Source: an optimization exercise on an open RTL-to-GDS flow (aim: small area). Production flows keep margins and buffers that such runs may drop. The RTL was checked by simulation tests, not by an equivalence proof against the original design.

## run.sh

```bash
#!/bin/bash
# synth_recipe.tcl (not shown) runs the flow's synth.tcl, then flattens the netlist and writes it again
# the make line also repeats each setting of config.mk as NAME=value (left out here)
make -C /OpenROAD-flow-scripts/flow DESIGN_CONFIG=/design/flow/config.mk WORK_HOME=/design/flow/orfs CLKGATE_MAP_FILE= SYNTH_SCRIPT=/design/flow/synth_recipe.tcl finish
```

## config.mk

```make
export PLATFORM = sky130hd
export DESIGN_NAME = top
export DESIGN_NICKNAME = top
export VERILOG_FILES = /design/flow/design.v
export SDC_FILE = /design/flow/constraint.sdc
export NUM_CORES = 4
export LEC_CHECK = 0
export CAP_MARGIN = 20
export CORE_MARGIN = 2
export CORE_UTILIZATION = 60
export SLEW_MARGIN = 20
export SYNTH_HIERARCHICAL = 1
export SYNTH_MINIMUM_KEEP_SIZE = 0
```

## constraint.sdc

```tcl
create_clock -name core_clock -period 7.0 [get_ports {clk}]
set_input_delay 1.4000 -clock core_clock [delete_from_list [all_inputs] [get_ports {clk}]]
set_output_delay 1.4000 -clock core_clock [all_outputs]
set_load 0.01 [all_outputs]
```

## design.v

```verilog
module ha(input a, input b, output s, output co);
    assign s = a ^ b;
    assign co = a & b;
endmodule
module fa(input a, input b, input c, output s, output co);
    assign s = a ^ b ^ c;
    assign co = (a & b) | (a & c) | (b & c);
endmodule
module mac5(input [3:0] one0, input [3:0] two0, input [3:0] neg0, input [7:0] x0,
            input [3:0] one1, input [3:0] two1, input [3:0] neg1, input [7:0] x1,
            input [3:0] one2, input [3:0] two2, input [3:0] neg2, input [7:0] x2,
            input [3:0] one3, input [3:0] two3, input [3:0] neg3, input [7:0] x3,
            input [3:0] one4, input [3:0] two4, input [3:0] neg4, input [7:0] x4,
            input [20:0] base,
            output [20:0] sum);
    wire b1;
    assign b1 = (one0[0] & x0[0]) ^ neg0[0];
    wire b2;
    assign b2 = ((one0[0] & x0[1]) | (two0[0] & x0[0])) ^ neg0[0];
    wire b3;
    assign b3 = ((one0[0] & x0[2]) | (two0[0] & x0[1])) ^ neg0[0];
    wire b4;
    assign b4 = ((one0[0] & x0[3]) | (two0[0] & x0[2])) ^ neg0[0];
    wire b5;
    assign b5 = ((one0[0] & x0[4]) | (two0[0] & x0[3])) ^ neg0[0];
    wire b6;
    assign b6 = ((one0[0] & x0[5]) | (two0[0] & x0[4])) ^ neg0[0];
    wire b7;
    assign b7 = ((one0[0] & x0[6]) | (two0[0] & x0[5])) ^ neg0[0];
    wire b8;
    assign b8 = ((one0[0] & x0[7]) | (two0[0] & x0[6])) ^ neg0[0];
    wire b9;
    assign b9 = ~(((one0[0] | two0[0]) & x0[7]) ^ neg0[0]);
    wire b10;
    assign b10 = (one0[1] & x0[0]) ^ neg0[1];
    wire b11;
    assign b11 = ((one0[1] & x0[1]) | (two0[1] & x0[0])) ^ neg0[1];
    wire b12;
    assign b12 = ((one0[1] & x0[2]) | (two0[1] & x0[1])) ^ neg0[1];
    wire b13;
    assign b13 = ((one0[1] & x0[3]) | (two0[1] & x0[2])) ^ neg0[1];
    wire b14;
    assign b14 = ((one0[1] & x0[4]) | (two0[1] & x0[3])) ^ neg0[1];
    wire b15;
    assign b15 = ((one0[1] & x0[5]) | (two0[1] & x0[4])) ^ neg0[1];
    wire b16;
    assign b16 = ((one0[1] & x0[6]) | (two0[1] & x0[5])) ^ neg0[1];
    wire b17;
    assign b17 = ((one0[1] & x0[7]) | (two0[1] & x0[6])) ^ neg0[1];
    wire b18;
    assign b18 = ~(((one0[1] | two0[1]) & x0[7]) ^ neg0[1]);
    wire b19;
    assign b19 = (one0[2] & x0[0]) ^ neg0[2];
    wire b20;
    assign b20 = ((one0[2] & x0[1]) | (two0[2] & x0[0])) ^ neg0[2];
    wire b21;
    assign b21 = ((one0[2] & x0[2]) | (two0[2] & x0[1])) ^ neg0[2];
    wire b22;
    assign b22 = ((one0[2] & x0[3]) | (two0[2] & x0[2])) ^ neg0[2];
    wire b23;
    assign b23 = ((one0[2] & x0[4]) | (two0[2] & x0[3])) ^ neg0[2];
    wire b24;
    assign b24 = ((one0[2] & x0[5]) | (two0[2] & x0[4])) ^ neg0[2];
    wire b25;
    assign b25 = ((one0[2] & x0[6]) | (two0[2] & x0[5])) ^ neg0[2];
    wire b26;
    assign b26 = ((one0[2] & x0[7]) | (two0[2] & x0[6])) ^ neg0[2];
    wire b27;
    assign b27 = ~(((one0[2] | two0[2]) & x0[7]) ^ neg0[2]);
    wire b28;
    assign b28 = (one0[3] & x0[0]) ^ neg0[3];
    wire b29;
    assign b29 = ((one0[3] & x0[1]) | (two0[3] & x0[0])) ^ neg0[3];
    wire b30;
    assign b30 = ((one0[3] & x0[2]) | (two0[3] & x0[1])) ^ neg0[3];
    wire b31;
    assign b31 = ((one0[3] & x0[3]) | (two0[3] & x0[2])) ^ neg0[3];
    wire b32;
    assign b32 = ((one0[3] & x0[4]) | (two0[3] & x0[3])) ^ neg0[3];
    wire b33;
    assign b33 = ((one0[3] & x0[5]) | (two0[3] & x0[4])) ^ neg0[3];
    wire b34;
    assign b34 = ((one0[3] & x0[6]) | (two0[3] & x0[5])) ^ neg0[3];
    wire b35;
    assign b35 = ((one0[3] & x0[7]) | (two0[3] & x0[6])) ^ neg0[3];
    wire b36;
    assign b36 = ~(((one0[3] | two0[3]) & x0[7]) ^ neg0[3]);
    wire b37;
    assign b37 = (one1[0] & x1[0]) ^ neg1[0];
    wire b38;
    assign b38 = ((one1[0] & x1[1]) | (two1[0] & x1[0])) ^ neg1[0];
    wire b39;
    assign b39 = ((one1[0] & x1[2]) | (two1[0] & x1[1])) ^ neg1[0];
    wire b40;
    assign b40 = ((one1[0] & x1[3]) | (two1[0] & x1[2])) ^ neg1[0];
    wire b41;
    assign b41 = ((one1[0] & x1[4]) | (two1[0] & x1[3])) ^ neg1[0];
    wire b42;
    assign b42 = ((one1[0] & x1[5]) | (two1[0] & x1[4])) ^ neg1[0];
    wire b43;
    assign b43 = ((one1[0] & x1[6]) | (two1[0] & x1[5])) ^ neg1[0];
    wire b44;
    assign b44 = ((one1[0] & x1[7]) | (two1[0] & x1[6])) ^ neg1[0];
    wire b45;
    assign b45 = ~(((one1[0] | two1[0]) & x1[7]) ^ neg1[0]);
    wire b46;
    assign b46 = (one1[1] & x1[0]) ^ neg1[1];
    wire b47;
    assign b47 = ((one1[1] & x1[1]) | (two1[1] & x1[0])) ^ neg1[1];
    wire b48;
    assign b48 = ((one1[1] & x1[2]) | (two1[1] & x1[1])) ^ neg1[1];
    wire b49;
    assign b49 = ((one1[1] & x1[3]) | (two1[1] & x1[2])) ^ neg1[1];
    wire b50;
    assign b50 = ((one1[1] & x1[4]) | (two1[1] & x1[3])) ^ neg1[1];
    wire b51;
    assign b51 = ((one1[1] & x1[5]) | (two1[1] & x1[4])) ^ neg1[1];
    wire b52;
    assign b52 = ((one1[1] & x1[6]) | (two1[1] & x1[5])) ^ neg1[1];
    wire b53;
    assign b53 = ((one1[1] & x1[7]) | (two1[1] & x1[6])) ^ neg1[1];
    wire b54;
    assign b54 = ~(((one1[1] | two1[1]) & x1[7]) ^ neg1[1]);
    wire b55;
    assign b55 = (one1[2] & x1[0]) ^ neg1[2];
    wire b56;
    assign b56 = ((one1[2] & x1[1]) | (two1[2] & x1[0])) ^ neg1[2];
    wire b57;
    assign b57 = ((one1[2] & x1[2]) | (two1[2] & x1[1])) ^ neg1[2];
    wire b58;
    assign b58 = ((one1[2] & x1[3]) | (two1[2] & x1[2])) ^ neg1[2];
    wire b59;
    assign b59 = ((one1[2] & x1[4]) | (two1[2] & x1[3])) ^ neg1[2];
    wire b60;
    assign b60 = ((one1[2] & x1[5]) | (two1[2] & x1[4])) ^ neg1[2];
    wire b61;
    assign b61 = ((one1[2] & x1[6]) | (two1[2] & x1[5])) ^ neg1[2];
    wire b62;
    assign b62 = ((one1[2] & x1[7]) | (two1[2] & x1[6])) ^ neg1[2];
    wire b63;
    assign b63 = ~(((one1[2] | two1[2]) & x1[7]) ^ neg1[2]);
    wire b64;
    assign b64 = (one1[3] & x1[0]) ^ neg1[3];
    wire b65;
    assign b65 = ((one1[3] & x1[1]) | (two1[3] & x1[0])) ^ neg1[3];
    wire b66;
    assign b66 = ((one1[3] & x1[2]) | (two1[3] & x1[1])) ^ neg1[3];
    wire b67;
    assign b67 = ((one1[3] & x1[3]) | (two1[3] & x1[2])) ^ neg1[3];
    wire b68;
    assign b68 = ((one1[3] & x1[4]) | (two1[3] & x1[3])) ^ neg1[3];
    wire b69;
    assign b69 = ((one1[3] & x1[5]) | (two1[3] & x1[4])) ^ neg1[3];
    wire b70;
    assign b70 = ((one1[3] & x1[6]) | (two1[3] & x1[5])) ^ neg1[3];
    wire b71;
    assign b71 = ((one1[3] & x1[7]) | (two1[3] & x1[6])) ^ neg1[3];
    wire b72;
    assign b72 = ~(((one1[3] | two1[3]) & x1[7]) ^ neg1[3]);
    wire b73;
    assign b73 = (one2[0] & x2[0]) ^ neg2[0];
    wire b74;
    assign b74 = ((one2[0] & x2[1]) | (two2[0] & x2[0])) ^ neg2[0];
    wire b75;
    assign b75 = ((one2[0] & x2[2]) | (two2[0] & x2[1])) ^ neg2[0];
    wire b76;
    assign b76 = ((one2[0] & x2[3]) | (two2[0] & x2[2])) ^ neg2[0];
    wire b77;
    assign b77 = ((one2[0] & x2[4]) | (two2[0] & x2[3])) ^ neg2[0];
    wire b78;
    assign b78 = ((one2[0] & x2[5]) | (two2[0] & x2[4])) ^ neg2[0];
    wire b79;
    assign b79 = ((one2[0] & x2[6]) | (two2[0] & x2[5])) ^ neg2[0];
    wire b80;
    assign b80 = ((one2[0] & x2[7]) | (two2[0] & x2[6])) ^ neg2[0];
    wire b81;
    assign b81 = ~(((one2[0] | two2[0]) & x2[7]) ^ neg2[0]);
    wire b82;
    assign b82 = (one2[1] & x2[0]) ^ neg2[1];
    wire b83;
    assign b83 = ((one2[1] & x2[1]) | (two2[1] & x2[0])) ^ neg2[1];
    wire b84;
    assign b84 = ((one2[1] & x2[2]) | (two2[1] & x2[1])) ^ neg2[1];
    wire b85;
    assign b85 = ((one2[1] & x2[3]) | (two2[1] & x2[2])) ^ neg2[1];
    wire b86;
    assign b86 = ((one2[1] & x2[4]) | (two2[1] & x2[3])) ^ neg2[1];
    wire b87;
    assign b87 = ((one2[1] & x2[5]) | (two2[1] & x2[4])) ^ neg2[1];
    wire b88;
    assign b88 = ((one2[1] & x2[6]) | (two2[1] & x2[5])) ^ neg2[1];
    wire b89;
    assign b89 = ((one2[1] & x2[7]) | (two2[1] & x2[6])) ^ neg2[1];
    wire b90;
    assign b90 = ~(((one2[1] | two2[1]) & x2[7]) ^ neg2[1]);
    wire b91;
    assign b91 = (one2[2] & x2[0]) ^ neg2[2];
    wire b92;
    assign b92 = ((one2[2] & x2[1]) | (two2[2] & x2[0])) ^ neg2[2];
    wire b93;
    assign b93 = ((one2[2] & x2[2]) | (two2[2] & x2[1])) ^ neg2[2];
    wire b94;
    assign b94 = ((one2[2] & x2[3]) | (two2[2] & x2[2])) ^ neg2[2];
    wire b95;
    assign b95 = ((one2[2] & x2[4]) | (two2[2] & x2[3])) ^ neg2[2];
    wire b96;
    assign b96 = ((one2[2] & x2[5]) | (two2[2] & x2[4])) ^ neg2[2];
    wire b97;
    assign b97 = ((one2[2] & x2[6]) | (two2[2] & x2[5])) ^ neg2[2];
    wire b98;
    assign b98 = ((one2[2] & x2[7]) | (two2[2] & x2[6])) ^ neg2[2];
    wire b99;
    assign b99 = ~(((one2[2] | two2[2]) & x2[7]) ^ neg2[2]);
    wire b100;
    assign b100 = (one2[3] & x2[0]) ^ neg2[3];
    wire b101;
    assign b101 = ((one2[3] & x2[1]) | (two2[3] & x2[0])) ^ neg2[3];
    wire b102;
    assign b102 = ((one2[3] & x2[2]) | (two2[3] & x2[1])) ^ neg2[3];
    wire b103;
    assign b103 = ((one2[3] & x2[3]) | (two2[3] & x2[2])) ^ neg2[3];
    wire b104;
    assign b104 = ((one2[3] & x2[4]) | (two2[3] & x2[3])) ^ neg2[3];
    wire b105;
    assign b105 = ((one2[3] & x2[5]) | (two2[3] & x2[4])) ^ neg2[3];
    wire b106;
    assign b106 = ((one2[3] & x2[6]) | (two2[3] & x2[5])) ^ neg2[3];
    wire b107;
    assign b107 = ((one2[3] & x2[7]) | (two2[3] & x2[6])) ^ neg2[3];
    wire b108;
    assign b108 = ~(((one2[3] | two2[3]) & x2[7]) ^ neg2[3]);
    wire b109;
    assign b109 = (one3[0] & x3[0]) ^ neg3[0];
    wire b110;
    assign b110 = ((one3[0] & x3[1]) | (two3[0] & x3[0])) ^ neg3[0];
    wire b111;
    assign b111 = ((one3[0] & x3[2]) | (two3[0] & x3[1])) ^ neg3[0];
    wire b112;
    assign b112 = ((one3[0] & x3[3]) | (two3[0] & x3[2])) ^ neg3[0];
    wire b113;
    assign b113 = ((one3[0] & x3[4]) | (two3[0] & x3[3])) ^ neg3[0];
    wire b114;
    assign b114 = ((one3[0] & x3[5]) | (two3[0] & x3[4])) ^ neg3[0];
    wire b115;
    assign b115 = ((one3[0] & x3[6]) | (two3[0] & x3[5])) ^ neg3[0];
    wire b116;
    assign b116 = ((one3[0] & x3[7]) | (two3[0] & x3[6])) ^ neg3[0];
    wire b117;
    assign b117 = ~(((one3[0] | two3[0]) & x3[7]) ^ neg3[0]);
    wire b118;
    assign b118 = (one3[1] & x3[0]) ^ neg3[1];
    wire b119;
    assign b119 = ((one3[1] & x3[1]) | (two3[1] & x3[0])) ^ neg3[1];
    wire b120;
    assign b120 = ((one3[1] & x3[2]) | (two3[1] & x3[1])) ^ neg3[1];
    wire b121;
    assign b121 = ((one3[1] & x3[3]) | (two3[1] & x3[2])) ^ neg3[1];
    wire b122;
    assign b122 = ((one3[1] & x3[4]) | (two3[1] & x3[3])) ^ neg3[1];
    wire b123;
    assign b123 = ((one3[1] & x3[5]) | (two3[1] & x3[4])) ^ neg3[1];
    wire b124;
    assign b124 = ((one3[1] & x3[6]) | (two3[1] & x3[5])) ^ neg3[1];
    wire b125;
    assign b125 = ((one3[1] & x3[7]) | (two3[1] & x3[6])) ^ neg3[1];
    wire b126;
    assign b126 = ~(((one3[1] | two3[1]) & x3[7]) ^ neg3[1]);
    wire b127;
    assign b127 = (one3[2] & x3[0]) ^ neg3[2];
    wire b128;
    assign b128 = ((one3[2] & x3[1]) | (two3[2] & x3[0])) ^ neg3[2];
    wire b129;
    assign b129 = ((one3[2] & x3[2]) | (two3[2] & x3[1])) ^ neg3[2];
    wire b130;
    assign b130 = ((one3[2] & x3[3]) | (two3[2] & x3[2])) ^ neg3[2];
    wire b131;
    assign b131 = ((one3[2] & x3[4]) | (two3[2] & x3[3])) ^ neg3[2];
    wire b132;
    assign b132 = ((one3[2] & x3[5]) | (two3[2] & x3[4])) ^ neg3[2];
    wire b133;
    assign b133 = ((one3[2] & x3[6]) | (two3[2] & x3[5])) ^ neg3[2];
    wire b134;
    assign b134 = ((one3[2] & x3[7]) | (two3[2] & x3[6])) ^ neg3[2];
    wire b135;
    assign b135 = ~(((one3[2] | two3[2]) & x3[7]) ^ neg3[2]);
    wire b136;
    assign b136 = (one3[3] & x3[0]) ^ neg3[3];
    wire b137;
    assign b137 = ((one3[3] & x3[1]) | (two3[3] & x3[0])) ^ neg3[3];
    wire b138;
    assign b138 = ((one3[3] & x3[2]) | (two3[3] & x3[1])) ^ neg3[3];
    wire b139;
    assign b139 = ((one3[3] & x3[3]) | (two3[3] & x3[2])) ^ neg3[3];
    wire b140;
    assign b140 = ((one3[3] & x3[4]) | (two3[3] & x3[3])) ^ neg3[3];
    wire b141;
    assign b141 = ((one3[3] & x3[5]) | (two3[3] & x3[4])) ^ neg3[3];
    wire b142;
    assign b142 = ((one3[3] & x3[6]) | (two3[3] & x3[5])) ^ neg3[3];
    wire b143;
    assign b143 = ((one3[3] & x3[7]) | (two3[3] & x3[6])) ^ neg3[3];
    wire b144;
    assign b144 = ~(((one3[3] | two3[3]) & x3[7]) ^ neg3[3]);
    wire b145;
    assign b145 = (one4[0] & x4[0]) ^ neg4[0];
    wire b146;
    assign b146 = ((one4[0] & x4[1]) | (two4[0] & x4[0])) ^ neg4[0];
    wire b147;
    assign b147 = ((one4[0] & x4[2]) | (two4[0] & x4[1])) ^ neg4[0];
    wire b148;
    assign b148 = ((one4[0] & x4[3]) | (two4[0] & x4[2])) ^ neg4[0];
    wire b149;
    assign b149 = ((one4[0] & x4[4]) | (two4[0] & x4[3])) ^ neg4[0];
    wire b150;
    assign b150 = ((one4[0] & x4[5]) | (two4[0] & x4[4])) ^ neg4[0];
    wire b151;
    assign b151 = ((one4[0] & x4[6]) | (two4[0] & x4[5])) ^ neg4[0];
    wire b152;
    assign b152 = ((one4[0] & x4[7]) | (two4[0] & x4[6])) ^ neg4[0];
    wire b153;
    assign b153 = ~(((one4[0] | two4[0]) & x4[7]) ^ neg4[0]);
    wire b154;
    assign b154 = (one4[1] & x4[0]) ^ neg4[1];
    wire b155;
    assign b155 = ((one4[1] & x4[1]) | (two4[1] & x4[0])) ^ neg4[1];
    wire b156;
    assign b156 = ((one4[1] & x4[2]) | (two4[1] & x4[1])) ^ neg4[1];
    wire b157;
    assign b157 = ((one4[1] & x4[3]) | (two4[1] & x4[2])) ^ neg4[1];
    wire b158;
    assign b158 = ((one4[1] & x4[4]) | (two4[1] & x4[3])) ^ neg4[1];
    wire b159;
    assign b159 = ((one4[1] & x4[5]) | (two4[1] & x4[4])) ^ neg4[1];
    wire b160;
    assign b160 = ((one4[1] & x4[6]) | (two4[1] & x4[5])) ^ neg4[1];
    wire b161;
    assign b161 = ((one4[1] & x4[7]) | (two4[1] & x4[6])) ^ neg4[1];
    wire b162;
    assign b162 = ~(((one4[1] | two4[1]) & x4[7]) ^ neg4[1]);
    wire b163;
    assign b163 = (one4[2] & x4[0]) ^ neg4[2];
    wire b164;
    assign b164 = ((one4[2] & x4[1]) | (two4[2] & x4[0])) ^ neg4[2];
    wire b165;
    assign b165 = ((one4[2] & x4[2]) | (two4[2] & x4[1])) ^ neg4[2];
    wire b166;
    assign b166 = ((one4[2] & x4[3]) | (two4[2] & x4[2])) ^ neg4[2];
    wire b167;
    assign b167 = ((one4[2] & x4[4]) | (two4[2] & x4[3])) ^ neg4[2];
    wire b168;
    assign b168 = ((one4[2] & x4[5]) | (two4[2] & x4[4])) ^ neg4[2];
    wire b169;
    assign b169 = ((one4[2] & x4[6]) | (two4[2] & x4[5])) ^ neg4[2];
    wire b170;
    assign b170 = ((one4[2] & x4[7]) | (two4[2] & x4[6])) ^ neg4[2];
    wire b171;
    assign b171 = ~(((one4[2] | two4[2]) & x4[7]) ^ neg4[2]);
    wire b172;
    assign b172 = (one4[3] & x4[0]) ^ neg4[3];
    wire b173;
    assign b173 = ((one4[3] & x4[1]) | (two4[3] & x4[0])) ^ neg4[3];
    wire b174;
    assign b174 = ((one4[3] & x4[2]) | (two4[3] & x4[1])) ^ neg4[3];
    wire b175;
    assign b175 = ((one4[3] & x4[3]) | (two4[3] & x4[2])) ^ neg4[3];
    wire b176;
    assign b176 = ((one4[3] & x4[4]) | (two4[3] & x4[3])) ^ neg4[3];
    wire b177;
    assign b177 = ((one4[3] & x4[5]) | (two4[3] & x4[4])) ^ neg4[3];
    wire b178;
    assign b178 = ((one4[3] & x4[6]) | (two4[3] & x4[5])) ^ neg4[3];
    wire b179;
    assign b179 = ((one4[3] & x4[7]) | (two4[3] & x4[6])) ^ neg4[3];
    wire b180;
    assign b180 = ~(((one4[3] | two4[3]) & x4[7]) ^ neg4[3]);
    wire s181;
    wire c182;
    fa us181 (.a(base[0]), .b(neg0[0]), .c(neg1[0]), .s(s181), .co(c182));
    wire s183;
    wire c184;
    fa us183 (.a(neg2[0]), .b(neg3[0]), .c(neg4[0]), .s(s183), .co(c184));
    wire s185;
    wire c186;
    fa us185 (.a(s181), .b(s183), .c(b1), .s(s185), .co(c186));
    wire s187;
    wire c188;
    fa us187 (.a(b109), .b(b145), .c(b37), .s(s187), .co(c188));
    wire s189;
    wire c190;
    fa us189 (.a(b73), .b(s185), .c(s187), .s(s189), .co(c190));
    wire s191;
    wire c192;
    fa us191 (.a(base[1]), .b(c182), .c(c184), .s(s191), .co(c192));
    wire s193;
    wire c194;
    fa us193 (.a(b110), .b(b146), .c(b2), .s(s193), .co(c194));
    wire s195;
    wire c196;
    fa us195 (.a(b38), .b(b74), .c(s191), .s(s195), .co(c196));
    wire s197;
    wire c198;
    fa us197 (.a(c186), .b(c188), .c(s193), .s(s197), .co(c198));
    wire s199;
    wire c200;
    fa us199 (.a(s195), .b(c190), .c(s197), .s(s199), .co(c200));
    wire s201;
    wire c202;
    fa us201 (.a(base[2]), .b(neg0[1]), .c(neg1[1]), .s(s201), .co(c202));
    wire s203;
    wire c204;
    fa us203 (.a(neg2[1]), .b(neg3[1]), .c(neg4[1]), .s(s203), .co(c204));
    wire s205;
    wire c206;
    fa us205 (.a(s201), .b(s203), .c(b10), .s(s205), .co(c206));
    wire s207;
    wire c208;
    fa us207 (.a(b111), .b(b118), .c(b147), .s(s207), .co(c208));
    wire s209;
    wire c210;
    fa us209 (.a(b154), .b(b3), .c(b39), .s(s209), .co(c210));
    wire s211;
    wire c212;
    fa us211 (.a(b46), .b(b75), .c(b82), .s(s211), .co(c212));
    wire s213;
    wire c214;
    fa us213 (.a(c192), .b(c194), .c(s205), .s(s213), .co(c214));
    wire s215;
    wire c216;
    fa us215 (.a(s207), .b(s209), .c(s211), .s(s215), .co(c216));
    wire s217;
    wire c218;
    fa us217 (.a(c196), .b(c198), .c(s213), .s(s217), .co(c218));
    wire s219;
    wire c220;
    fa us219 (.a(s215), .b(c200), .c(s217), .s(s219), .co(c220));
    wire s221;
    wire c222;
    fa us221 (.a(base[3]), .b(c202), .c(c204), .s(s221), .co(c222));
    wire s223;
    wire c224;
    fa us223 (.a(b11), .b(b112), .c(b119), .s(s223), .co(c224));
    wire s225;
    wire c226;
    fa us225 (.a(b148), .b(b155), .c(b4), .s(s225), .co(c226));
    wire s227;
    wire c228;
    fa us227 (.a(b40), .b(b47), .c(b76), .s(s227), .co(c228));
    wire s229;
    wire c230;
    fa us229 (.a(b83), .b(s221), .c(c206), .s(s229), .co(c230));
    wire s231;
    wire c232;
    fa us231 (.a(c208), .b(c210), .c(c212), .s(s231), .co(c232));
    wire s233;
    wire c234;
    fa us233 (.a(s223), .b(s225), .c(s227), .s(s233), .co(c234));
    wire s235;
    wire c236;
    fa us235 (.a(c214), .b(c216), .c(s229), .s(s235), .co(c236));
    wire s237;
    wire c238;
    fa us237 (.a(s231), .b(s233), .c(c218), .s(s237), .co(c238));
    wire s239;
    wire c240;
    fa us239 (.a(s235), .b(c220), .c(s237), .s(s239), .co(c240));
    wire s241;
    wire c242;
    fa us241 (.a(base[4]), .b(neg0[2]), .c(neg1[2]), .s(s241), .co(c242));
    wire s243;
    wire c244;
    fa us243 (.a(neg2[2]), .b(neg3[2]), .c(neg4[2]), .s(s243), .co(c244));
    wire s245;
    wire c246;
    fa us245 (.a(s241), .b(s243), .c(b113), .s(s245), .co(c246));
    wire s247;
    wire c248;
    fa us247 (.a(b12), .b(b120), .c(b127), .s(s247), .co(c248));
    wire s249;
    wire c250;
    fa us249 (.a(b149), .b(b156), .c(b163), .s(s249), .co(c250));
    wire s251;
    wire c252;
    fa us251 (.a(b19), .b(b41), .c(b48), .s(s251), .co(c252));
    wire s253;
    wire c254;
    fa us253 (.a(b5), .b(b55), .c(b77), .s(s253), .co(c254));
    wire s255;
    wire c256;
    fa us255 (.a(b84), .b(b91), .c(c222), .s(s255), .co(c256));
    wire s257;
    wire c258;
    fa us257 (.a(c224), .b(c226), .c(c228), .s(s257), .co(c258));
    wire s259;
    wire c260;
    fa us259 (.a(s245), .b(s247), .c(s249), .s(s259), .co(c260));
    wire s261;
    wire c262;
    fa us261 (.a(s251), .b(s253), .c(s255), .s(s261), .co(c262));
    wire s263;
    wire c264;
    fa us263 (.a(c230), .b(c232), .c(c234), .s(s263), .co(c264));
    wire s265;
    wire c266;
    fa us265 (.a(s257), .b(s259), .c(s261), .s(s265), .co(c266));
    wire s267;
    wire c268;
    fa us267 (.a(c236), .b(s263), .c(s265), .s(s267), .co(c268));
    wire s269;
    wire c270;
    fa us269 (.a(c238), .b(s267), .c(c240), .s(s269), .co(c270));
    wire s271;
    wire c272;
    fa us271 (.a(base[5]), .b(c242), .c(c244), .s(s271), .co(c272));
    wire s273;
    wire c274;
    fa us273 (.a(b114), .b(b121), .c(b128), .s(s273), .co(c274));
    wire s275;
    wire c276;
    fa us275 (.a(b13), .b(b150), .c(b157), .s(s275), .co(c276));
    wire s277;
    wire c278;
    fa us277 (.a(b164), .b(b20), .c(b42), .s(s277), .co(c278));
    wire s279;
    wire c280;
    fa us279 (.a(b49), .b(b56), .c(b6), .s(s279), .co(c280));
    wire s281;
    wire c282;
    fa us281 (.a(b78), .b(b85), .c(b92), .s(s281), .co(c282));
    wire s283;
    wire c284;
    fa us283 (.a(s271), .b(c246), .c(c248), .s(s283), .co(c284));
    wire s285;
    wire c286;
    fa us285 (.a(c250), .b(c252), .c(c254), .s(s285), .co(c286));
    wire s287;
    wire c288;
    fa us287 (.a(c256), .b(s273), .c(s275), .s(s287), .co(c288));
    wire s289;
    wire c290;
    fa us289 (.a(s277), .b(s279), .c(s281), .s(s289), .co(c290));
    wire s291;
    wire c292;
    fa us291 (.a(c258), .b(c260), .c(s283), .s(s291), .co(c292));
    wire s293;
    wire c294;
    fa us293 (.a(s285), .b(c262), .c(s287), .s(s293), .co(c294));
    wire s295;
    wire c296;
    fa us295 (.a(s289), .b(c264), .c(s291), .s(s295), .co(c296));
    wire s297;
    wire c298;
    fa us297 (.a(c266), .b(s293), .c(s295), .s(s297), .co(c298));
    wire s299;
    wire c300;
    fa us299 (.a(c268), .b(s297), .c(c270), .s(s299), .co(c300));
    wire s301;
    wire c302;
    fa us301 (.a(base[6]), .b(neg0[3]), .c(neg1[3]), .s(s301), .co(c302));
    wire s303;
    wire c304;
    fa us303 (.a(neg2[3]), .b(neg3[3]), .c(neg4[3]), .s(s303), .co(c304));
    wire s305;
    wire c306;
    fa us305 (.a(s301), .b(s303), .c(b100), .s(s305), .co(c306));
    wire s307;
    wire c308;
    fa us307 (.a(b115), .b(b122), .c(b129), .s(s307), .co(c308));
    wire s309;
    wire c310;
    fa us309 (.a(b136), .b(b14), .c(b151), .s(s309), .co(c310));
    wire s311;
    wire c312;
    fa us311 (.a(b158), .b(b165), .c(b172), .s(s311), .co(c312));
    wire s313;
    wire c314;
    fa us313 (.a(b21), .b(b28), .c(b43), .s(s313), .co(c314));
    wire s315;
    wire c316;
    fa us315 (.a(b50), .b(b57), .c(b64), .s(s315), .co(c316));
    wire s317;
    wire c318;
    fa us317 (.a(b7), .b(b79), .c(b86), .s(s317), .co(c318));
    wire s319;
    wire c320;
    fa us319 (.a(b93), .b(c272), .c(c274), .s(s319), .co(c320));
    wire s321;
    wire c322;
    fa us321 (.a(c276), .b(c278), .c(c280), .s(s321), .co(c322));
    wire s323;
    wire c324;
    fa us323 (.a(c282), .b(s305), .c(s307), .s(s323), .co(c324));
    wire s325;
    wire c326;
    fa us325 (.a(s309), .b(s311), .c(s313), .s(s325), .co(c326));
    wire s327;
    wire c328;
    fa us327 (.a(s315), .b(s317), .c(c284), .s(s327), .co(c328));
    wire s329;
    wire c330;
    fa us329 (.a(c286), .b(c288), .c(c290), .s(s329), .co(c330));
    wire s331;
    wire c332;
    fa us331 (.a(s319), .b(s321), .c(s323), .s(s331), .co(c332));
    wire s333;
    wire c334;
    fa us333 (.a(s325), .b(c292), .c(s327), .s(s333), .co(c334));
    wire s335;
    wire c336;
    fa us335 (.a(c294), .b(s329), .c(s331), .s(s335), .co(c336));
    wire s337;
    wire c338;
    fa us337 (.a(c296), .b(s333), .c(s335), .s(s337), .co(c338));
    wire s339;
    wire c340;
    fa us339 (.a(c298), .b(s337), .c(c300), .s(s339), .co(c340));
    wire s341;
    wire c342;
    fa us341 (.a(base[7]), .b(c302), .c(c304), .s(s341), .co(c342));
    wire s343;
    wire c344;
    fa us343 (.a(b101), .b(b116), .c(b123), .s(s343), .co(c344));
    wire s345;
    wire c346;
    fa us345 (.a(b130), .b(b137), .c(b15), .s(s345), .co(c346));
    wire s347;
    wire c348;
    fa us347 (.a(b152), .b(b159), .c(b166), .s(s347), .co(c348));
    wire s349;
    wire c350;
    fa us349 (.a(b173), .b(b22), .c(b29), .s(s349), .co(c350));
    wire s351;
    wire c352;
    fa us351 (.a(b44), .b(b51), .c(b58), .s(s351), .co(c352));
    wire s353;
    wire c354;
    fa us353 (.a(b65), .b(b8), .c(b80), .s(s353), .co(c354));
    wire s355;
    wire c356;
    fa us355 (.a(b87), .b(b94), .c(s341), .s(s355), .co(c356));
    wire s357;
    wire c358;
    fa us357 (.a(c306), .b(c308), .c(c310), .s(s357), .co(c358));
    wire s359;
    wire c360;
    fa us359 (.a(c312), .b(c314), .c(c316), .s(s359), .co(c360));
    wire s361;
    wire c362;
    fa us361 (.a(c318), .b(s343), .c(s345), .s(s361), .co(c362));
    wire s363;
    wire c364;
    fa us363 (.a(s347), .b(s349), .c(s351), .s(s363), .co(c364));
    wire s365;
    wire c366;
    fa us365 (.a(s353), .b(s355), .c(c320), .s(s365), .co(c366));
    wire s367;
    wire c368;
    fa us367 (.a(c322), .b(c324), .c(c326), .s(s367), .co(c368));
    wire s369;
    wire c370;
    fa us369 (.a(s357), .b(s359), .c(s361), .s(s369), .co(c370));
    wire s371;
    wire c372;
    fa us371 (.a(s363), .b(c328), .c(c330), .s(s371), .co(c372));
    wire s373;
    wire c374;
    fa us373 (.a(s365), .b(c332), .c(s367), .s(s373), .co(c374));
    wire s375;
    wire c376;
    fa us375 (.a(s369), .b(c334), .c(s371), .s(s375), .co(c376));
    wire s377;
    wire c378;
    fa us377 (.a(c336), .b(s373), .c(s375), .s(s377), .co(c378));
    wire s379;
    wire c380;
    fa us379 (.a(c338), .b(s377), .c(c340), .s(s379), .co(c380));
    wire s381;
    wire c382;
    fa us381 (.a(base[8]), .b(b102), .c(b117), .s(s381), .co(c382));
    wire s383;
    wire c384;
    fa us383 (.a(b124), .b(b131), .c(b138), .s(s383), .co(c384));
    wire s385;
    wire c386;
    fa us385 (.a(b153), .b(b16), .c(b160), .s(s385), .co(c386));
    wire s387;
    wire c388;
    fa us387 (.a(b167), .b(b174), .c(b23), .s(s387), .co(c388));
    wire s389;
    wire c390;
    fa us389 (.a(b30), .b(b45), .c(b52), .s(s389), .co(c390));
    wire s391;
    wire c392;
    fa us391 (.a(b59), .b(b66), .c(b81), .s(s391), .co(c392));
    wire s393;
    wire c394;
    fa us393 (.a(b88), .b(b9), .c(b95), .s(s393), .co(c394));
    wire s395;
    wire c396;
    fa us395 (.a(c342), .b(c344), .c(c346), .s(s395), .co(c396));
    wire s397;
    wire c398;
    fa us397 (.a(c348), .b(c350), .c(c352), .s(s397), .co(c398));
    wire s399;
    wire c400;
    fa us399 (.a(c354), .b(s381), .c(s383), .s(s399), .co(c400));
    wire s401;
    wire c402;
    fa us401 (.a(s385), .b(s387), .c(s389), .s(s401), .co(c402));
    wire s403;
    wire c404;
    fa us403 (.a(s391), .b(s393), .c(c356), .s(s403), .co(c404));
    wire s405;
    wire c406;
    fa us405 (.a(c358), .b(c360), .c(c362), .s(s405), .co(c406));
    wire s407;
    wire c408;
    fa us407 (.a(c364), .b(s395), .c(s397), .s(s407), .co(c408));
    wire s409;
    wire c410;
    fa us409 (.a(s399), .b(s401), .c(s403), .s(s409), .co(c410));
    wire s411;
    wire c412;
    fa us411 (.a(c366), .b(c368), .c(c370), .s(s411), .co(c412));
    wire s413;
    wire c414;
    fa us413 (.a(s405), .b(s407), .c(s409), .s(s413), .co(c414));
    wire s415;
    wire c416;
    fa us415 (.a(c372), .b(c374), .c(s411), .s(s415), .co(c416));
    wire s417;
    wire c418;
    fa us417 (.a(s413), .b(c376), .c(s415), .s(s417), .co(c418));
    wire s419;
    wire c420;
    fa us419 (.a(c378), .b(s417), .c(c380), .s(s419), .co(c420));
    wire s421;
    wire c422;
    fa us421 (.a(base[9]), .b(b103), .c(b125), .s(s421), .co(c422));
    wire s423;
    wire c424;
    fa us423 (.a(b132), .b(b139), .c(b161), .s(s423), .co(c424));
    wire s425;
    wire c426;
    fa us425 (.a(b168), .b(b17), .c(b175), .s(s425), .co(c426));
    wire s427;
    wire c428;
    fa us427 (.a(b24), .b(b31), .c(b53), .s(s427), .co(c428));
    wire s429;
    wire c430;
    fa us429 (.a(b60), .b(b67), .c(b89), .s(s429), .co(c430));
    wire s431;
    wire c432;
    fa us431 (.a(b96), .b(c382), .c(c384), .s(s431), .co(c432));
    wire s433;
    wire c434;
    fa us433 (.a(c386), .b(c388), .c(c390), .s(s433), .co(c434));
    wire s435;
    wire c436;
    fa us435 (.a(c392), .b(c394), .c(s421), .s(s435), .co(c436));
    wire s437;
    wire c438;
    fa us437 (.a(s423), .b(s425), .c(s427), .s(s437), .co(c438));
    wire s439;
    wire c440;
    fa us439 (.a(s429), .b(c396), .c(c398), .s(s439), .co(c440));
    wire s441;
    wire c442;
    fa us441 (.a(c400), .b(c402), .c(s431), .s(s441), .co(c442));
    wire s443;
    wire c444;
    fa us443 (.a(s433), .b(c404), .c(s435), .s(s443), .co(c444));
    wire s445;
    wire c446;
    fa us445 (.a(s437), .b(c406), .c(c408), .s(s445), .co(c446));
    wire s447;
    wire c448;
    fa us447 (.a(s439), .b(s441), .c(c410), .s(s447), .co(c448));
    wire s449;
    wire c450;
    fa us449 (.a(s443), .b(c412), .c(s445), .s(s449), .co(c450));
    wire s451;
    wire c452;
    fa us451 (.a(c414), .b(s447), .c(c416), .s(s451), .co(c452));
    wire s453;
    wire c454;
    fa us453 (.a(s449), .b(c418), .c(s451), .s(s453), .co(c454));
    wire s455;
    wire c456;
    fa us455 (.a(base[10]), .b(b104), .c(b126), .s(s455), .co(c456));
    wire s457;
    wire c458;
    fa us457 (.a(b133), .b(b140), .c(b162), .s(s457), .co(c458));
    wire s459;
    wire c460;
    fa us459 (.a(b169), .b(b176), .c(b18), .s(s459), .co(c460));
    wire s461;
    wire c462;
    fa us461 (.a(b25), .b(b32), .c(b54), .s(s461), .co(c462));
    wire s463;
    wire c464;
    fa us463 (.a(b61), .b(b68), .c(b90), .s(s463), .co(c464));
    wire s465;
    wire c466;
    fa us465 (.a(b97), .b(c422), .c(c424), .s(s465), .co(c466));
    wire s467;
    wire c468;
    fa us467 (.a(c426), .b(c428), .c(c430), .s(s467), .co(c468));
    wire s469;
    wire c470;
    fa us469 (.a(s455), .b(s457), .c(s459), .s(s469), .co(c470));
    wire s471;
    wire c472;
    fa us471 (.a(s461), .b(s463), .c(c432), .s(s471), .co(c472));
    wire s473;
    wire c474;
    fa us473 (.a(c434), .b(c436), .c(c438), .s(s473), .co(c474));
    wire s475;
    wire c476;
    fa us475 (.a(s465), .b(s467), .c(s469), .s(s475), .co(c476));
    wire s477;
    wire c478;
    fa us477 (.a(c440), .b(c442), .c(s471), .s(s477), .co(c478));
    wire s479;
    wire c480;
    fa us479 (.a(c444), .b(s473), .c(s475), .s(s479), .co(c480));
    wire s481;
    wire c482;
    fa us481 (.a(c446), .b(s477), .c(c448), .s(s481), .co(c482));
    wire s483;
    wire c484;
    fa us483 (.a(s479), .b(c450), .c(s481), .s(s483), .co(c484));
    wire s485;
    wire c486;
    fa us485 (.a(c452), .b(s483), .c(c454), .s(s485), .co(c486));
    wire s487;
    wire c488;
    fa us487 (.a(base[11]), .b(b105), .c(b134), .s(s487), .co(c488));
    wire s489;
    wire c490;
    fa us489 (.a(b141), .b(b170), .c(b177), .s(s489), .co(c490));
    wire s491;
    wire c492;
    fa us491 (.a(b26), .b(b33), .c(b62), .s(s491), .co(c492));
    wire s493;
    wire c494;
    fa us493 (.a(b69), .b(b98), .c(c456), .s(s493), .co(c494));
    wire s495;
    wire c496;
    fa us495 (.a(c458), .b(c460), .c(c462), .s(s495), .co(c496));
    wire s497;
    wire c498;
    fa us497 (.a(c464), .b(s487), .c(s489), .s(s497), .co(c498));
    wire s499;
    wire c500;
    fa us499 (.a(s491), .b(c466), .c(c468), .s(s499), .co(c500));
    wire s501;
    wire c502;
    fa us501 (.a(c470), .b(s493), .c(s495), .s(s501), .co(c502));
    wire s503;
    wire c504;
    fa us503 (.a(s497), .b(c472), .c(c474), .s(s503), .co(c504));
    wire s505;
    wire c506;
    fa us505 (.a(s499), .b(c476), .c(s501), .s(s505), .co(c506));
    wire s507;
    wire c508;
    fa us507 (.a(c478), .b(s503), .c(c480), .s(s507), .co(c508));
    wire s509;
    wire c510;
    fa us509 (.a(s505), .b(c482), .c(s507), .s(s509), .co(c510));
    wire s511;
    wire c512;
    fa us511 (.a(c484), .b(s509), .c(c486), .s(s511), .co(c512));
    wire s513;
    wire c514;
    fa us513 (.a(base[12]), .b(b106), .c(b135), .s(s513), .co(c514));
    wire s515;
    wire c516;
    fa us515 (.a(b142), .b(b171), .c(b178), .s(s515), .co(c516));
    wire s517;
    wire c518;
    fa us517 (.a(b27), .b(b34), .c(b63), .s(s517), .co(c518));
    wire s519;
    wire c520;
    fa us519 (.a(b70), .b(b99), .c(c488), .s(s519), .co(c520));
    wire s521;
    wire c522;
    fa us521 (.a(c490), .b(c492), .c(s513), .s(s521), .co(c522));
    wire s523;
    wire c524;
    fa us523 (.a(s515), .b(s517), .c(c494), .s(s523), .co(c524));
    wire s525;
    wire c526;
    fa us525 (.a(c496), .b(c498), .c(s519), .s(s525), .co(c526));
    wire s527;
    wire c528;
    fa us527 (.a(s521), .b(c500), .c(c502), .s(s527), .co(c528));
    wire s529;
    wire c530;
    fa us529 (.a(s523), .b(s525), .c(c504), .s(s529), .co(c530));
    wire s531;
    wire c532;
    fa us531 (.a(c506), .b(s527), .c(s529), .s(s531), .co(c532));
    wire s533;
    wire c534;
    fa us533 (.a(c508), .b(s531), .c(c510), .s(s533), .co(c534));
    wire s535;
    wire c536;
    fa us535 (.a(base[13]), .b(b107), .c(b143), .s(s535), .co(c536));
    wire s537;
    wire c538;
    fa us537 (.a(b179), .b(b35), .c(b71), .s(s537), .co(c538));
    wire s539;
    wire c540;
    fa us539 (.a(c514), .b(c516), .c(c518), .s(s539), .co(c540));
    wire s541;
    wire c542;
    fa us541 (.a(s535), .b(s537), .c(c520), .s(s541), .co(c542));
    wire s543;
    wire c544;
    fa us543 (.a(c522), .b(s539), .c(c524), .s(s543), .co(c544));
    wire s545;
    wire c546;
    fa us545 (.a(c526), .b(s541), .c(c528), .s(s545), .co(c546));
    wire s547;
    wire c548;
    fa us547 (.a(s543), .b(c530), .c(s545), .s(s547), .co(c548));
    wire s549;
    wire c550;
    fa us549 (.a(c532), .b(s547), .c(c534), .s(s549), .co(c550));
    wire s551;
    wire c552;
    fa us551 (.a(base[14]), .b(b108), .c(b144), .s(s551), .co(c552));
    wire s553;
    wire c554;
    fa us553 (.a(b180), .b(b36), .c(b72), .s(s553), .co(c554));
    wire s555;
    wire c556;
    fa us555 (.a(c536), .b(c538), .c(s551), .s(s555), .co(c556));
    wire s557;
    wire c558;
    fa us557 (.a(s553), .b(c540), .c(s555), .s(s557), .co(c558));
    wire s559;
    wire c560;
    fa us559 (.a(c542), .b(s557), .c(c544), .s(s559), .co(c560));
    wire s561;
    wire c562;
    fa us561 (.a(c546), .b(s559), .c(c548), .s(s561), .co(c562));
    wire s563;
    wire c564;
    fa us563 (.a(base[15]), .b(c552), .c(c554), .s(s563), .co(c564));
    wire s565;
    wire c566;
    fa us565 (.a(c556), .b(s563), .c(c558), .s(s565), .co(c566));
    wire s567;
    wire c568;
    fa us567 (.a(s565), .b(c560), .c(c562), .s(s567), .co(c568));
    wire s569;
    wire c570;
    fa us569 (.a(base[16]), .b(c564), .c(c566), .s(s569), .co(c570));
    wire [20:0] ra = {base[20], base[19], base[18], base[17], c568, s567, c550, s549, c512, s511, s485, c420, s419, s379, s339, s299, s269, s239, s219, s199, s189};
    wire [20:0] rb = {1'b0, 1'b0, 1'b0, c570, s569, 1'b0, s561, 1'b0, s533, 1'b0, 1'b0, s453, 1'b0, 1'b0, 1'b0, 1'b0, 1'b0, 1'b0, 1'b0, 1'b0, 1'b0};
    assign sum = ra + rb;
endmodule
module booth_enc(input [7:0] w, output [3:0] one, output [3:0] two, output [3:0] neg);
    wire [8:0] we = {w, 1'b0};
    genvar k;
    generate for (k = 0; k < 4; k = k + 1) begin : dig
        assign one[k] = we[2*k+1] ^ we[2*k];
        assign two[k] = (we[2*k+2] & ~we[2*k+1] & ~we[2*k]) | (~we[2*k+2] & we[2*k+1] & we[2*k]);
        assign neg[k] = we[2*k+2];
    end endgenerate
endmodule
module top(input clk,
           input rst_n,
           input weight_select,
           input [7:0] fmaps_in1,
           input [7:0] fmaps_in2,
           input [7:0] fmaps_in3,
           input [7:0] fmaps_in4,
           input [7:0] fmaps_in5,
           input [7:0] fmaps_in6,
           input [7:0] fmaps_in7,
           input [7:0] weight_in1,
           input [7:0] weight_in2,
           input [7:0] weight_in3,
           input [7:0] weight_in4,
           input [7:0] weight_in5,
           output [1:0] cs,
           output [1:0] we,
           output [4:0] fmaps_addr,
           output [5:0] weight_addr,
           output valid,
           output signed [20:0] acc);
    reg        worken;
    reg [4:0]  faddr;
    reg [5:0]  waddr1;
    reg        started;
    always @(posedge clk or negedge rst_n) begin
        if (!rst_n) begin
            worken  <= 1'b0;
            faddr   <= 5'd0;
            waddr1  <= 6'd18;
            started <= 1'b0;
        end else begin
            worken <= 1'b1;
            if (worken) begin
                faddr  <= (faddr == 5'd18) ? 5'd0 : faddr + 5'd1;
                waddr1 <= (waddr1 == 6'd37) ? 6'd18 : waddr1 + 6'd1;
            end
            if (faddr == 5'd10)
                started <= 1'b1;
        end
    end
    assign cs          = {worken, worken};
    assign we          = 2'b00;
    assign fmaps_addr  = faddr;
    assign weight_addr = weight_select ? waddr1 : {1'b0, faddr};
    assign valid = started & ((faddr == 5'd2)  | (faddr == 5'd3)  | (faddr == 5'd4)  |
                              (faddr == 5'd11) | (faddr == 5'd12) | (faddr == 5'd13) |
                              (faddr == 5'd16) | (faddr == 5'd17) | (faddr == 5'd18));
    wire newwin = (faddr == 5'd1) | (faddr == 5'd10) | (faddr == 5'd15);
    wire [7:0] wk = {8{worken}};
    reg [7:0] x1_0;
    reg [7:0] x2_0, x2_1;
    reg [7:0] x3_0, x3_1, x3_2;
    reg [7:0] x4_0, x4_1, x4_2, x4_3;
    reg [7:0] x5_0, x5_1, x5_2, x5_3, x5_4;
    reg [7:0] x6_0, x6_1, x6_2, x6_3;
    reg [7:0] x7_0, x7_1, x7_2;
    reg [7:0] w5_0;
    always @(posedge clk or negedge rst_n) begin
        if (!rst_n) begin
            x1_0 <= 0;
            x2_0 <= 0; x2_1 <= 0;
            x3_0 <= 0; x3_1 <= 0; x3_2 <= 0;
            x4_0 <= 0; x4_1 <= 0; x4_2 <= 0; x4_3 <= 0;
            x5_0 <= 0; x5_1 <= 0; x5_2 <= 0; x5_3 <= 0; x5_4 <= 0;
            x6_0 <= 0; x6_1 <= 0; x6_2 <= 0; x6_3 <= 0;
            x7_0 <= 0; x7_1 <= 0; x7_2 <= 0;
            w5_0 <= 0;
        end else begin
            x1_0 <= fmaps_in1 & wk; x2_0 <= fmaps_in2 & wk; x3_0 <= fmaps_in3 & wk;
            x4_0 <= fmaps_in4 & wk; x5_0 <= fmaps_in5 & wk; x6_0 <= fmaps_in6 & wk;
            x7_0 <= fmaps_in7 & wk;
            w5_0 <= weight_in5 & wk;
            x2_1 <= x2_0;
            x3_1 <= x3_0; x3_2 <= x3_1;
            x4_1 <= x4_0; x4_2 <= x4_1; x4_3 <= x4_2;
            x5_1 <= x5_0; x5_2 <= x5_1; x5_3 <= x5_2; x5_4 <= x5_3;
            x6_1 <= x6_0; x6_2 <= x6_1; x6_3 <= x6_2;
            x7_1 <= x7_0; x7_2 <= x7_1;
        end
    end
    reg [7:0] w1_0;
    reg [7:0] w2_0, w2_1;
    reg [7:0] w3_0, w3_1, w3_2;
    reg [7:0] w4_0, w4_1, w4_2, w4_3;
    reg [7:0] w5_1, w5_2, w5_3, w5_4;
    always @(posedge clk) begin
        w1_0 <= weight_in1; w2_0 <= weight_in2; w3_0 <= weight_in3;
        w4_0 <= weight_in4;
        w2_1 <= w2_0;
        w3_1 <= w3_0; w3_2 <= w3_1;
        w4_1 <= w4_0; w4_2 <= w4_1; w4_3 <= w4_2;
        w5_1 <= w5_0; w5_2 <= w5_1; w5_3 <= w5_2; w5_4 <= w5_3;
    end
    wire [7:0] X1 = x1_0, X2 = x2_1, X3 = x3_2, X4 = x4_3, X5 = x5_4,
               X6 = x6_3, X7 = x7_2;
    wire [7:0] W1 = w1_0, W2 = w2_1, W3 = w3_2, W4 = w4_3, W5 = w5_4;
    reg [20:0] s1, s2, s3;
    reg [20:0] h2, h3, o;
    wire [20:0] kwin = (faddr == 5'd1) ? 21'd1117952 : 21'd1553152;
    wire [20:0] base1 = newwin ? kwin : s1;
    wire [20:0] base2 = newwin ? kwin : s2;
    wire [20:0] base3 = newwin ? kwin : s3;
    wire [3:0] one1, two1, neg1;
    booth_enc enc1(.w(W1), .one(one1), .two(two1), .neg(neg1));
    wire [3:0] one2, two2, neg2;
    booth_enc enc2(.w(W2), .one(one2), .two(two2), .neg(neg2));
    wire [3:0] one3, two3, neg3;
    booth_enc enc3(.w(W3), .one(one3), .two(two3), .neg(neg3));
    wire [3:0] one4, two4, neg4;
    booth_enc enc4(.w(W4), .one(one4), .two(two4), .neg(neg4));
    wire [3:0] one5, two5, neg5;
    booth_enc enc5(.w(W5), .one(one5), .two(two5), .neg(neg5));
    wire [20:0] sum1, sum2, sum3;
    mac5 mac_c1(.one0(one1), .two0(two1), .neg0(neg1), .x0(X1), .one1(one2), .two1(two2), .neg1(neg2), .x1(X2), .one2(one3), .two2(two3), .neg2(neg3), .x2(X3), .one3(one4), .two3(two4), .neg3(neg4), .x3(X4), .one4(one5), .two4(two5), .neg4(neg5), .x4(X5),
                .base(base1), .sum(sum1));
    mac5 mac_c2(.one0(one1), .two0(two1), .neg0(neg1), .x0(X2), .one1(one2), .two1(two2), .neg1(neg2), .x1(X3), .one2(one3), .two2(two3), .neg2(neg3), .x2(X4), .one3(one4), .two3(two4), .neg3(neg4), .x3(X5), .one4(one5), .two4(two5), .neg4(neg5), .x4(X6),
                .base(base2), .sum(sum2));
    mac5 mac_c3(.one0(one1), .two0(two1), .neg0(neg1), .x0(X3), .one1(one2), .two1(two2), .neg1(neg2), .x1(X4), .one2(one3), .two2(two3), .neg2(neg3), .x2(X5), .one3(one4), .two3(two4), .neg3(neg4), .x3(X6), .one4(one5), .two4(two5), .neg4(neg5), .x4(X7),
                .base(base3), .sum(sum3));
    always @(posedge clk) begin
        s1 <= sum1;
        s2 <= sum2;
        s3 <= sum3;
        o  <= newwin ? s1 : h2;
        h2 <= newwin ? s2 : h3;
        h3 <= s3;
    end
    assign acc = o;
endmodule
```

==> run notes <==
GP Congestion=0.973; Worst-Margin Slew=1.04 ns; skew final=0.0286 ns; status=finished with violations; Syn Area/Cell=12.1 um^2; Crit path max-delay family=adder cells; antenna-violating nets left=0; IO Port Bufs=133; Slew HR=0.304; CTS tree=done; Final Critical Period=7.06 ns; WP data required=7.53 ns; synth unique cells=50; initial core utilization=0.604; layout cells sized above 1=0.182; final-stage net count=3618; Layout Cells excl Fill=3710; first-pass GRT wire length=176000 um; DR WL/cell=31.9 um; Crit path top cell by count=fa_2; Crit-path slowest cell=fa_1; Max Clock Freq=142 MHz; antenna violations before repair=2; CTS Buf Count=45; Crit Path Category=flip-flop to flip-flop; # diodes=0; CTS max path bufs=3; hold bufs inserted after CTS=0; register area share after synthesis=0.280; final setup margin=-0.0645 ns; placed inst area=37700 um^2; yosys warns=7; Post-synth EDFFs=0; cell taking the most area after synthesis=fa_1; IO Count=136; Post-synth top cells=fa_1 (585), xnor2_1 (500), a22oi_1 (420); drt first pass iters=7; Post-Syn Instances=2875; # H-tree levels=2; Std-Cell Rows=88; FF+latch count, synth=435; area of the core=57400 um^2; GRT Total Usage=0.410; top-area cell type share of the netlist area=0.338; final setup violating endpoints=8; Pins Over Slew Limit=0; cell-by-cell trace of the critical path=ha_4 -> and3_4 -> ha_4 -> a21oi_4 -> buf_12 -> buf_12 -> and2_4 -> fa_1 -> fa_1 -> fa_1 -> fa_2 -> fa_2 -> fa_2 -> fa_2 -> fa_2 -> fa_2 -> fa_2 -> fa_2 -> ha_4 -> ha_4 -> a31oi_4 -> o21bai_4 -> a31oi_4 -> xnor2_1; final hold slack=0.295 ns; number of global-route vias before repair=27200; Failing Checks=negative setup slack; clk slew on worst S/H paths=0.07 ns; Final Hold Fails=0; # placed instances=3614; # clock sinks=435; synth top area cells=fa_1 (34%), dfrtp_1 (14%), dfxtp_1 (14%), xnor2_1 (13%), a22oi_1 (9.1%); crit start category=flip-flop; Worst Setup End Kind=flip-flop; post-DR vias/cell=6.54; Horiz. Die Dim=244 um; top_reg_cell synth=dfxtp_1; largest net degree at the start of global routing=156; hpwl dp=80800 um; grt total ovfl=0; Worst Path Max Fanout=7; die area=59700 um^2; final wirelength=118000 um; Async SR Flop Fraction=0.453; RSZ-0062 raised after global routing=true; Area Growth Syn to Fin=15.2%; most common cell in the netlist=fa_1; Die Ht=244 um; class of the worst hold path=flip-flop to flip-flop; root buffer cell=clkbuf_16; final worst path period share=1.01; mapped cell area=34600 um^2; vias after detailed routing=24200; Bufs and invs on worst path=2; Max Cap Viol=0; slowest cell delay on critical path=0.53 ns; Worst-Skew Late Latency=0.63 ns; DR iter-0 viols=3364; pre-CTS setup slack=-0.340 ns; design area=39900 um^2; critical path data arrival time=7.60 ns; DRC=0
[final timing paths]
check	cells past startpoint	end	slack [ns]	from
max	24	s1[19]	-0.06	faddr[0]
min	0	w3_2[6]	0.30	w3_1[6]
max reg2reg	24	s1[19]	-0.06	faddr[0]
min reg2reg	0	w3_2[6]	0.30	w3_1[6]
max in group asynchronous	2	faddr[0]	5.04	rst_n
min in group asynchronous	1	x6_0[4]	0.71	rst_n
[Yosys stat by module, one instance, submodules excluded]
module | area [um^2] | copies in the design
mac5 | 3540 | 3
fa | 20.0 | 585
booth_enc | 124 | 5
top | 11700 | 1
[logic make-up (layout without fill, tap and decap cells)]
group	Yosys count	after routing	synth area share
other cells	2	3	0.000217
flops	435	435	0.280
xor+xnor	590	590	0.149
simple gates	250	250	0.0393
mux	46	46	0.0170
compound gates	567	567	0.117
fa+ha+maj	610	610	0.347
buf+inv	375	444	0.0501
[metrics by stage]
step,TNS [ns],utilization
after global routing,-2.90,0.696
final,-0.281,0.696
after detailed placement,-4.59,0.657
after floorplan,0,-
after global placement,-2.52,0.657
after CTS,-0.590,0.692
[placed cells by master, fill, tap and decap left out, drive strengths merged, types with 4 or more instances in the layout]
| cell | Yosys | routed |
|---|---|---|
| dfxtp | 238 | 238 |
| o22ai | 7 | 7 |
| dfrtp | 195 | 195 |
| and2 | 95 | 95 |
| xor2 | 90 | 90 |
| nand2b | 31 | 31 |
| xnor2 | 500 | 500 |
| fa | 585 | 585 |
| nand3b | 10 | 10 |
| and3 | 4 | 4 |
| a21oi | 10 | 10 |
| nand2 | 81 | 81 |
| buf | 134 | 217 |
| a22oi | 420 | 420 |
| nor2 | 6 | 6 |
| clkbuf | 231 | 61 |
| nand3 | 4 | 4 |
| nor2b | 8 | 8 |
| o21a | 18 | 18 |
| inv | 10 | 16 |
| clkinv | 0 | 9 |
| ha | 25 | 25 |
| bufinv | 0 | 5 |
| clkdlybuf4s50 | 0 | 132 |
| a31oi | 9 | 9 |
| nand4 | 4 | 4 |
| o211ai | 6 | 6 |
| a21o | 4 | 4 |
| o21ai | 84 | 84 |
| mux2 | 45 | 45 |
[final cells by class]
type                            count  area [um^2]
Tap cell                          765          957
Clock inverter                     23          324
Sequential cell                   435         9730
Clock buffer                       60         1260
Multi-Input combinational cell   2066        24000
Inverter                           10         37.5
Fill cell                        4030        17500
Timing Repair Buffer              351         3610
[worst register-to-register path: cells and delay by family, from the launching register on]
| family | cells | cell delay, ns |
|---|---|---|
| AO/OA/AOI/OAI | 4 | 0.67 |
| XOR/XNOR | 1 | 0.14 |
| adder cells (fa/ha/maj) | 15 | 5.09 |
| buffers and inverters | 2 | 0.28 |
| flip-flops | 1 | 0.46 |
| AND/OR/NAND/NOR | 2 | 0.34 |
[registers in the layout (all words and copies together) (netlist names), 21 cells and up]
register	cells
h2	21
h3	21
o	21
s1	21
s2	21
s3	21
[repair_timing]
item                       4_1_cts  5_1_grt
gates cloned                     2        0
setup endpoints to repair       24       21
buffers inserted                 9        4
pin swaps                       36       56
resized for setup               83       45
[layer usage]
layer,vias up,global-route usage,wire [um]
li1,9500,-,-
met1,12300,0.510,41400
met2,1862,0.622,52700
met3,532,0.153,15900
met4,4,0.229,8420
met5,-,0,24

-- re-timing with driven ports --
The results above use ideal ports. As a check the final layout listed here was re-extracted and re-timed, cells and wires unchanged. Step 1 assumes that a clkbuf_16 drives the clock port and a buf_2 every other input. Step 2 adds t to the input delays and takes it off the output delays; t is the mean of the earliest and latest rising clock arrival at the registers after step 1. Input paths then give back, and output paths get back, about the clock's delay inside the block. a / b / c = ideal ports / drivers / drivers and shift; a / b = the first two.
t, ns: 0.678
setup slack, ns: -0.065 / -0.065 / -0.065
worst setup path after step 2: register to register
worst slew at a driven data input, ns: 0.06
For this run, drivers alone change the setup slack by 0.000 ns; drivers and shift together by 0.000 ns.
